What follows belongs to an exercise in optimizing a design on an open flow for small area and a short achievable clock period; a production flow would make more cautious choices. RTL that was checked went through simulation tests only; none was proved equivalent to the original. Power figures rest on the tool's default switching activity, not on a simulated workload.

## alu
module alu(
           clk,
           rst_n,
           src1,
           src2,
           ALU_control,
           result,
           zero,
           cout,
           overflow
           );
Size in the first run: ~34 flip-flops, about 110 I/O pins, roughly 3600 um^2 of cells after synthesis.
==> flow/config.mk <==
export PLATFORM = sky130hd
export DESIGN_NAME = alu
export DESIGN_NICKNAME = alu
export VERILOG_FILES = /design/flow/design.v
export SDC_FILE = /design/flow/constraint.sdc
export NUM_CORES = 4
export LEC_CHECK = 0
export CAP_MARGIN = 20
export CORE_MARGIN = 2
export CORE_UTILIZATION = 60
export CTS_BUF_LIST = sky130_fd_sc_hd__clkbuf_4
export SLEW_MARGIN = 20
==> flow/constraint.sdc <==
create_clock -name core_clock -period 11.0 [get_ports {clk}]
set_input_delay 2.2000 -clock core_clock [delete_from_list [all_inputs] [get_ports {clk}]]
set_output_delay 2.2000 -clock core_clock [all_outputs]
set_load 0.01 [all_outputs]
standard.sh (not shown) runs the stock make flow with config.mk's settings and CLKGATE_MAP_FILE= SYNTH_SCRIPT=/design/flow/synth_recipe.tcl, a recipe that flattens the netlist after the stock synthesis.
==> flow/flow/run.sh <==
#!/bin/bash
# Layout flow: the standard layout, with two changes.
# 1. Synthesis is the standard synthesis (synth_recipe.tcl, so -nofsm -noshare,
#    flatten and the same renames) except that Yosys does not extract full and
#    half adder cells, and ABC maps the logic with flow/abc.script instead of
#    the ORFS speed script. The registers are the standard synthesis's.
# 2. The port buffers are the small plain buffer instead of the default
#    delay-buffer cell, and the resizer's setup repair aims for a slack margin.
# Each tool's output goes to a log of its own in the work folder.
set -euo pipefail
here=$(pwd)
{ head -n 1 synth_recipe.tcl
  cat <<'EOT'
# ABC with this flow's own script
proc abc {args} {
  set i [lsearch -exact $args -script]
  if {$i >= 0} { lset args [expr {$i + 1}] $::env(OWN_ABC_SCRIPT) }
  yosys abc {*}$args
}
EOT
  tail -n +2 synth_recipe.tcl
} > own_synth.tcl
sed -e "s#SYNTH_SCRIPT=[^ ]*#SYNTH_SCRIPT=$here/own_synth.tcl ADDER_MAP_FILE=#" standard.sh > own_synth.sh
export OWN_ABC_SCRIPT=$here/flow/abc.script
bash own_synth.sh synth > synth.log 2>&1
export BUFFER_PORTS_ARGS="-buffer_cell sky130_fd_sc_hd__buf_1"
export SETUP_SLACK_MARGIN=6.25
bash standard.sh > layout.log 2>&1
==> flow/flow/abc.script <==
strash
&get -n
&st
&dch -f
&nf -R 1000
&dch -f
&nf -R 1000
&put
topo
buffer -c
upsize -c
dnsize -c
stime -c
Rerun with:
--- a/flow/design.v
+++ b/flow/design.v
@@ -192,24 +192,23 @@
   assign c[26] = G4_25;
   assign c[27] = G4_26;
   assign c[28] = G4_27;
   assign c[29] = G4_28;
   assign c[30] = G4_29;
   assign c[31] = G4_30;
   assign c[32] = G4_31;
   wire [31:0] sum = p ^ c[31:0];
   wire        ovf = c[31] ^ c[32];
   wire        lt  = sum[31] ^ ovf;
-  wire [31:0] orv = src1 | src2;
-  wire [31:0] res = ({32{is_and}} & (src1 & src2))
-                  | ({32{is_or}}  & orv)
-                  | ({32{is_nor}} & ~orv)
+  wire [31:0] res = ({32{is_and}} & g)
+                  | ({32{is_or}}  & (p | g))
+                  | ({32{is_nor}} & ~(src1 | src2))
                   | ({32{arith}}  & sum)
                   | {31'b0, is_slt & lt};
   reg  [31:0] r_result;
   reg         r_cout;
   reg         r_ovf;
   always @(posedge clk or negedge rst_n) begin
     if (!rst_n) begin
       r_result <= 32'b0;
       r_cout   <= 1'b0;
       r_ovf    <= 1'b0;
Effect: The new run ran to the end with no violations. Power came out higher by 0.59%. Clock-buffer cell count came out lower by 2. Via count came out higher by 9.1%. Cell count came out higher by 6.1%. Routed wire length came out higher by 11%. Sequential power hardly moves. First-iteration DRC count came out higher by 47%. Design area came out higher by 2.2%. Worst hold slack degrades by 0.0074 ns. Fmax came out lower by 3.0%. Setup slack degrades by 0.14 ns. Non-clock buffer count came out higher by 9.
For the second run of this note, only the layout was checked, not whether the RTL still works.

* * *

The RTL this note starts from:
==> flow/design.v <==
`timescale 1ns/1ps
module alu(
           clk,
           rst_n,
           src1,
           src2,
           ALU_control,
           result,
           zero,
           cout,
           overflow
           );
input           clk;
input           rst_n;
input  [32-1:0] src1;
input  [32-1:0] src2;
input   [4-1:0] ALU_control;
output [32-1:0] result;
output          zero;
output          cout;
output          overflow;
  wire is_and = (ALU_control == 4'b0000);
  wire is_or  = (ALU_control == 4'b0001);
  wire is_add = (ALU_control == 4'b0010);
  wire is_sub = (ALU_control == 4'b0110);
  wire is_slt = (ALU_control == 4'b0111);
  wire is_nor = (ALU_control == 4'b1100);
  wire arith  = is_add | is_sub;
  wire        inv = ALU_control[2];
  wire [31:0] b   = src2 ^ {32{inv}};
  wire [31:0] x   = src1 ^ src2;
  wire [31:0] p   = x ^ {32{inv}};
  wire [31:0] g   = src1 & b;
  wire [31:0] g0 = {g[31:1], g[0] | (p[0] & inv)};
  wire [31:0] p0 = p;
  wire G0_1 = g0[1] | (p0[1] & g0[0]);
  wire G0_3 = g0[3] | (p0[3] & g0[2]);
  wire P0_3 = p0[3] & p0[2];
  wire G0_5 = g0[5] | (p0[5] & g0[4]);
  wire P0_5 = p0[5] & p0[4];
  wire G0_7 = g0[7] | (p0[7] & g0[6]);
  wire P0_7 = p0[7] & p0[6];
  wire G0_9 = g0[9] | (p0[9] & g0[8]);
  wire P0_9 = p0[9] & p0[8];
  wire G0_11 = g0[11] | (p0[11] & g0[10]);
  wire P0_11 = p0[11] & p0[10];
  wire G0_13 = g0[13] | (p0[13] & g0[12]);
  wire P0_13 = p0[13] & p0[12];
  wire G0_15 = g0[15] | (p0[15] & g0[14]);
  wire P0_15 = p0[15] & p0[14];
  wire G0_17 = g0[17] | (p0[17] & g0[16]);
  wire P0_17 = p0[17] & p0[16];
  wire G0_19 = g0[19] | (p0[19] & g0[18]);
  wire P0_19 = p0[19] & p0[18];
  wire G0_21 = g0[21] | (p0[21] & g0[20]);
  wire P0_21 = p0[21] & p0[20];
  wire G0_23 = g0[23] | (p0[23] & g0[22]);
  wire P0_23 = p0[23] & p0[22];
  wire G0_25 = g0[25] | (p0[25] & g0[24]);
  wire P0_25 = p0[25] & p0[24];
  wire G0_27 = g0[27] | (p0[27] & g0[26]);
  wire P0_27 = p0[27] & p0[26];
  wire G0_29 = g0[29] | (p0[29] & g0[28]);
  wire P0_29 = p0[29] & p0[28];
  wire G0_31 = g0[31] | (p0[31] & g0[30]);
  wire P0_31 = p0[31] & p0[30];
  wire G1_3 = G0_3 | (P0_3 & G0_1);
  wire G1_5 = G0_5 | (P0_5 & G0_3);
  wire P1_5 = P0_5 & P0_3;
  wire G1_7 = G0_7 | (P0_7 & G0_5);
  wire P1_7 = P0_7 & P0_5;
  wire G1_9 = G0_9 | (P0_9 & G0_7);
  wire P1_9 = P0_9 & P0_7;
  wire G1_11 = G0_11 | (P0_11 & G0_9);
  wire P1_11 = P0_11 & P0_9;
  wire G1_13 = G0_13 | (P0_13 & G0_11);
  wire P1_13 = P0_13 & P0_11;
  wire G1_15 = G0_15 | (P0_15 & G0_13);
  wire P1_15 = P0_15 & P0_13;
  wire G1_17 = G0_17 | (P0_17 & G0_15);
  wire P1_17 = P0_17 & P0_15;
  wire G1_19 = G0_19 | (P0_19 & G0_17);
  wire P1_19 = P0_19 & P0_17;
  wire G1_21 = G0_21 | (P0_21 & G0_19);
  wire P1_21 = P0_21 & P0_19;
  wire G1_23 = G0_23 | (P0_23 & G0_21);
  wire P1_23 = P0_23 & P0_21;
  wire G1_25 = G0_25 | (P0_25 & G0_23);
  wire P1_25 = P0_25 & P0_23;
  wire G1_27 = G0_27 | (P0_27 & G0_25);
  wire P1_27 = P0_27 & P0_25;
  wire G1_29 = G0_29 | (P0_29 & G0_27);
  wire P1_29 = P0_29 & P0_27;
  wire G1_31 = G0_31 | (P0_31 & G0_29);
  wire P1_31 = P0_31 & P0_29;
  wire G2_5 = G1_5 | (P1_5 & G0_1);
  wire G2_7 = G1_7 | (P1_7 & G1_3);
  wire G2_9 = G1_9 | (P1_9 & G1_5);
  wire P2_9 = P1_9 & P1_5;
  wire G2_11 = G1_11 | (P1_11 & G1_7);
  wire P2_11 = P1_11 & P1_7;
  wire G2_13 = G1_13 | (P1_13 & G1_9);
  wire P2_13 = P1_13 & P1_9;
  wire G2_15 = G1_15 | (P1_15 & G1_11);
  wire P2_15 = P1_15 & P1_11;
  wire G2_17 = G1_17 | (P1_17 & G1_13);
  wire P2_17 = P1_17 & P1_13;
  wire G2_19 = G1_19 | (P1_19 & G1_15);
  wire P2_19 = P1_19 & P1_15;
  wire G2_21 = G1_21 | (P1_21 & G1_17);
  wire P2_21 = P1_21 & P1_17;
  wire G2_23 = G1_23 | (P1_23 & G1_19);
  wire P2_23 = P1_23 & P1_19;
  wire G2_25 = G1_25 | (P1_25 & G1_21);
  wire P2_25 = P1_25 & P1_21;
  wire G2_27 = G1_27 | (P1_27 & G1_23);
  wire P2_27 = P1_27 & P1_23;
  wire G2_29 = G1_29 | (P1_29 & G1_25);
  wire P2_29 = P1_29 & P1_25;
  wire G2_31 = G1_31 | (P1_31 & G1_27);
  wire P2_31 = P1_31 & P1_27;
  wire G3_9 = G2_9 | (P2_9 & G0_1);
  wire G3_11 = G2_11 | (P2_11 & G1_3);
  wire G3_13 = G2_13 | (P2_13 & G2_5);
  wire G3_15 = G2_15 | (P2_15 & G2_7);
  wire G3_17 = G2_17 | (P2_17 & G2_9);
  wire P3_17 = P2_17 & P2_9;
  wire G3_19 = G2_19 | (P2_19 & G2_11);
  wire P3_19 = P2_19 & P2_11;
  wire G3_21 = G2_21 | (P2_21 & G2_13);
  wire P3_21 = P2_21 & P2_13;
  wire G3_23 = G2_23 | (P2_23 & G2_15);
  wire P3_23 = P2_23 & P2_15;
  wire G3_25 = G2_25 | (P2_25 & G2_17);
  wire P3_25 = P2_25 & P2_17;
  wire G3_27 = G2_27 | (P2_27 & G2_19);
  wire P3_27 = P2_27 & P2_19;
  wire G3_29 = G2_29 | (P2_29 & G2_21);
  wire P3_29 = P2_29 & P2_21;
  wire G3_31 = G2_31 | (P2_31 & G2_23);
  wire P3_31 = P2_31 & P2_23;
  wire G4_17 = G3_17 | (P3_17 & G0_1);
  wire G4_19 = G3_19 | (P3_19 & G1_3);
  wire G4_21 = G3_21 | (P3_21 & G2_5);
  wire G4_23 = G3_23 | (P3_23 & G2_7);
  wire G4_25 = G3_25 | (P3_25 & G3_9);
  wire G4_27 = G3_27 | (P3_27 & G3_11);
  wire G4_29 = G3_29 | (P3_29 & G3_13);
  wire G4_31 = G3_31 | (P3_31 & G3_15);
  wire G5_2 = g0[2] | (p0[2] & G0_1);
  wire G5_4 = g0[4] | (p0[4] & G1_3);
  wire G5_6 = g0[6] | (p0[6] & G2_5);
  wire G5_8 = g0[8] | (p0[8] & G2_7);
  wire G5_10 = g0[10] | (p0[10] & G3_9);
  wire G5_12 = g0[12] | (p0[12] & G3_11);
  wire G5_14 = g0[14] | (p0[14] & G3_13);
  wire G5_16 = g0[16] | (p0[16] & G3_15);
  wire G5_18 = g0[18] | (p0[18] & G4_17);
  wire G5_20 = g0[20] | (p0[20] & G4_19);
  wire G5_22 = g0[22] | (p0[22] & G4_21);
  wire G5_24 = g0[24] | (p0[24] & G4_23);
  wire G5_26 = g0[26] | (p0[26] & G4_25);
  wire G5_28 = g0[28] | (p0[28] & G4_27);
  wire G5_30 = g0[30] | (p0[30] & G4_29);
  wire [32:0] c;
  assign c[0] = inv;
  assign c[1] = g0[0];
  assign c[2] = G0_1;
  assign c[3] = G5_2;
  assign c[4] = G1_3;
  assign c[5] = G5_4;
  assign c[6] = G2_5;
  assign c[7] = G5_6;
  assign c[8] = G2_7;
  assign c[9] = G5_8;
  assign c[10] = G3_9;
  assign c[11] = G5_10;
  assign c[12] = G3_11;
  assign c[13] = G5_12;
  assign c[14] = G3_13;
  assign c[15] = G5_14;
  assign c[16] = G3_15;
  assign c[17] = G5_16;
  assign c[18] = G4_17;
  assign c[19] = G5_18;
  assign c[20] = G4_19;
  assign c[21] = G5_20;
  assign c[22] = G4_21;
  assign c[23] = G5_22;
  assign c[24] = G4_23;
  assign c[25] = G5_24;
  assign c[26] = G4_25;
  assign c[27] = G5_26;
  assign c[28] = G4_27;
  assign c[29] = G5_28;
  assign c[30] = G4_29;
  assign c[31] = G5_30;
  assign c[32] = G4_31;
  wire [31:0] sum = p ^ c[31:0];
  wire        ovf = c[31] ^ c[32];
  wire        lt  = sum[31] ^ ovf;
  wire [31:0] orv = src1 | src2;
  wire [31:0] res = ({32{is_and}} & (src1 & src2))
                  | ({32{is_or}}  & orv)
                  | ({32{is_nor}} & ~orv)
                  | ({32{arith}}  & sum)
                  | {31'b0, is_slt & lt};
  reg  [31:0] r_result;
  reg         r_cout;
  reg         r_ovf;
  always @(posedge clk or negedge rst_n) begin
    if (!rst_n) begin
      r_result <= 32'b0;
      r_cout   <= 1'b0;
      r_ovf    <= 1'b0;
    end else begin
      r_result <= res;
      r_cout   <= arith & c[32];
      r_ovf    <= arith & ovf;
    end
  end
  assign result   = r_result;
  assign zero     = ~(|r_result);
  assign cout     = r_cout;
  assign overflow = r_ovf;
endmodule
Settings: LEC_CHECK=0, CAP_MARGIN=20, CORE_MARGIN=2, CORE_UTILIZATION=60, SLEW_MARGIN=20; clock period 11.0 ns.
Scripts as last shown in full above: flow/flow/run.sh, flow/flow/abc.script
The baseline completed with no timing, DRC or antenna violations.
Change:
--- a/flow/design.v
+++ b/flow/design.v
@@ -29,6 +29,5 @@
   wire        inv = ALU_control[2];
   wire [31:0] b   = src2 ^ {32{inv}};
-  wire [31:0] x   = src1 ^ src2;
-  wire [31:0] p   = x ^ {32{inv}};
+  wire [31:0] p   = src1 ^ b;
   wire [31:0] g   = src1 & b;
   wire [31:0] g0 = {g[31:1], g[0] | (p[0] & inv)};
Effect: Synthesized area drops by about 2.4%; critical path depth drops by 2; total power drops by about 7%; utilization drops by 1.2 points; synthesized cell count drops by 0.86%; non-clock buffer count drops by 13; first-iteration DRC count climbs by 8.6%; routed wire length drops by about 4%; global-route usage drops by 0.22 points; die area drops by about 2.3%; final area drops by 6.3%; cell count drops by 2.9%; worst setup slack gains 26 ps; maximum frequency climbs by 0.57%.
No run of this note included a check of the RTL's function; only the layout flow was run.

-- what the ideal ports hide --
In the flow no input, the clock included, has a driving cell. The finished layouts below were timed again as built, in two steps.
Step 1: set_driving_cell puts a clkbuf_16 on clk and a buf_2 on each other input, an assumption about the parent block.
Step 2 moves the port delays by t, midway between the first and last clock arrival at a register: inputs arrive t later, outputs are due t later. That takes back most of the time a late clock gives input paths.
a / b / c = no drivers / after step 1 / after step 2; a / b = the first two.
| run | t, ns | setup WS [ns] | worst hold slack (ns) | worst slew at a driven data input, ns | cell pins on the clock port's net |
|---|---|---|---|---|---|
| the first run of note 1 | 0.358 | 6.518 / 6.520 / 6.161 | 1.973 / 1.975 / 2.333 | 0.04 | 1 |
| the second run of note 1 | 0.379 | 6.379 / 6.385 / 6.007 | 1.965 / 1.961 / 2.340 | 0.05 | 1 |
| the first run of note 2 | 0.320 | 6.347 / 6.351 / 6.031 | 2.030 / 2.033 / 2.353 | 0.04 | 1 |
| the second run of note 2 | 0.322 | 6.373 / 6.380 / 6.058 | 2.026 / 2.019 / 2.341 | 0.05 | 1 |
After both steps setup and hold are still met in every run listed. The setup slack of the second run of note 1, which loses most, moves by +0.006 ns with the drivers and by -0.372 ns with both steps.
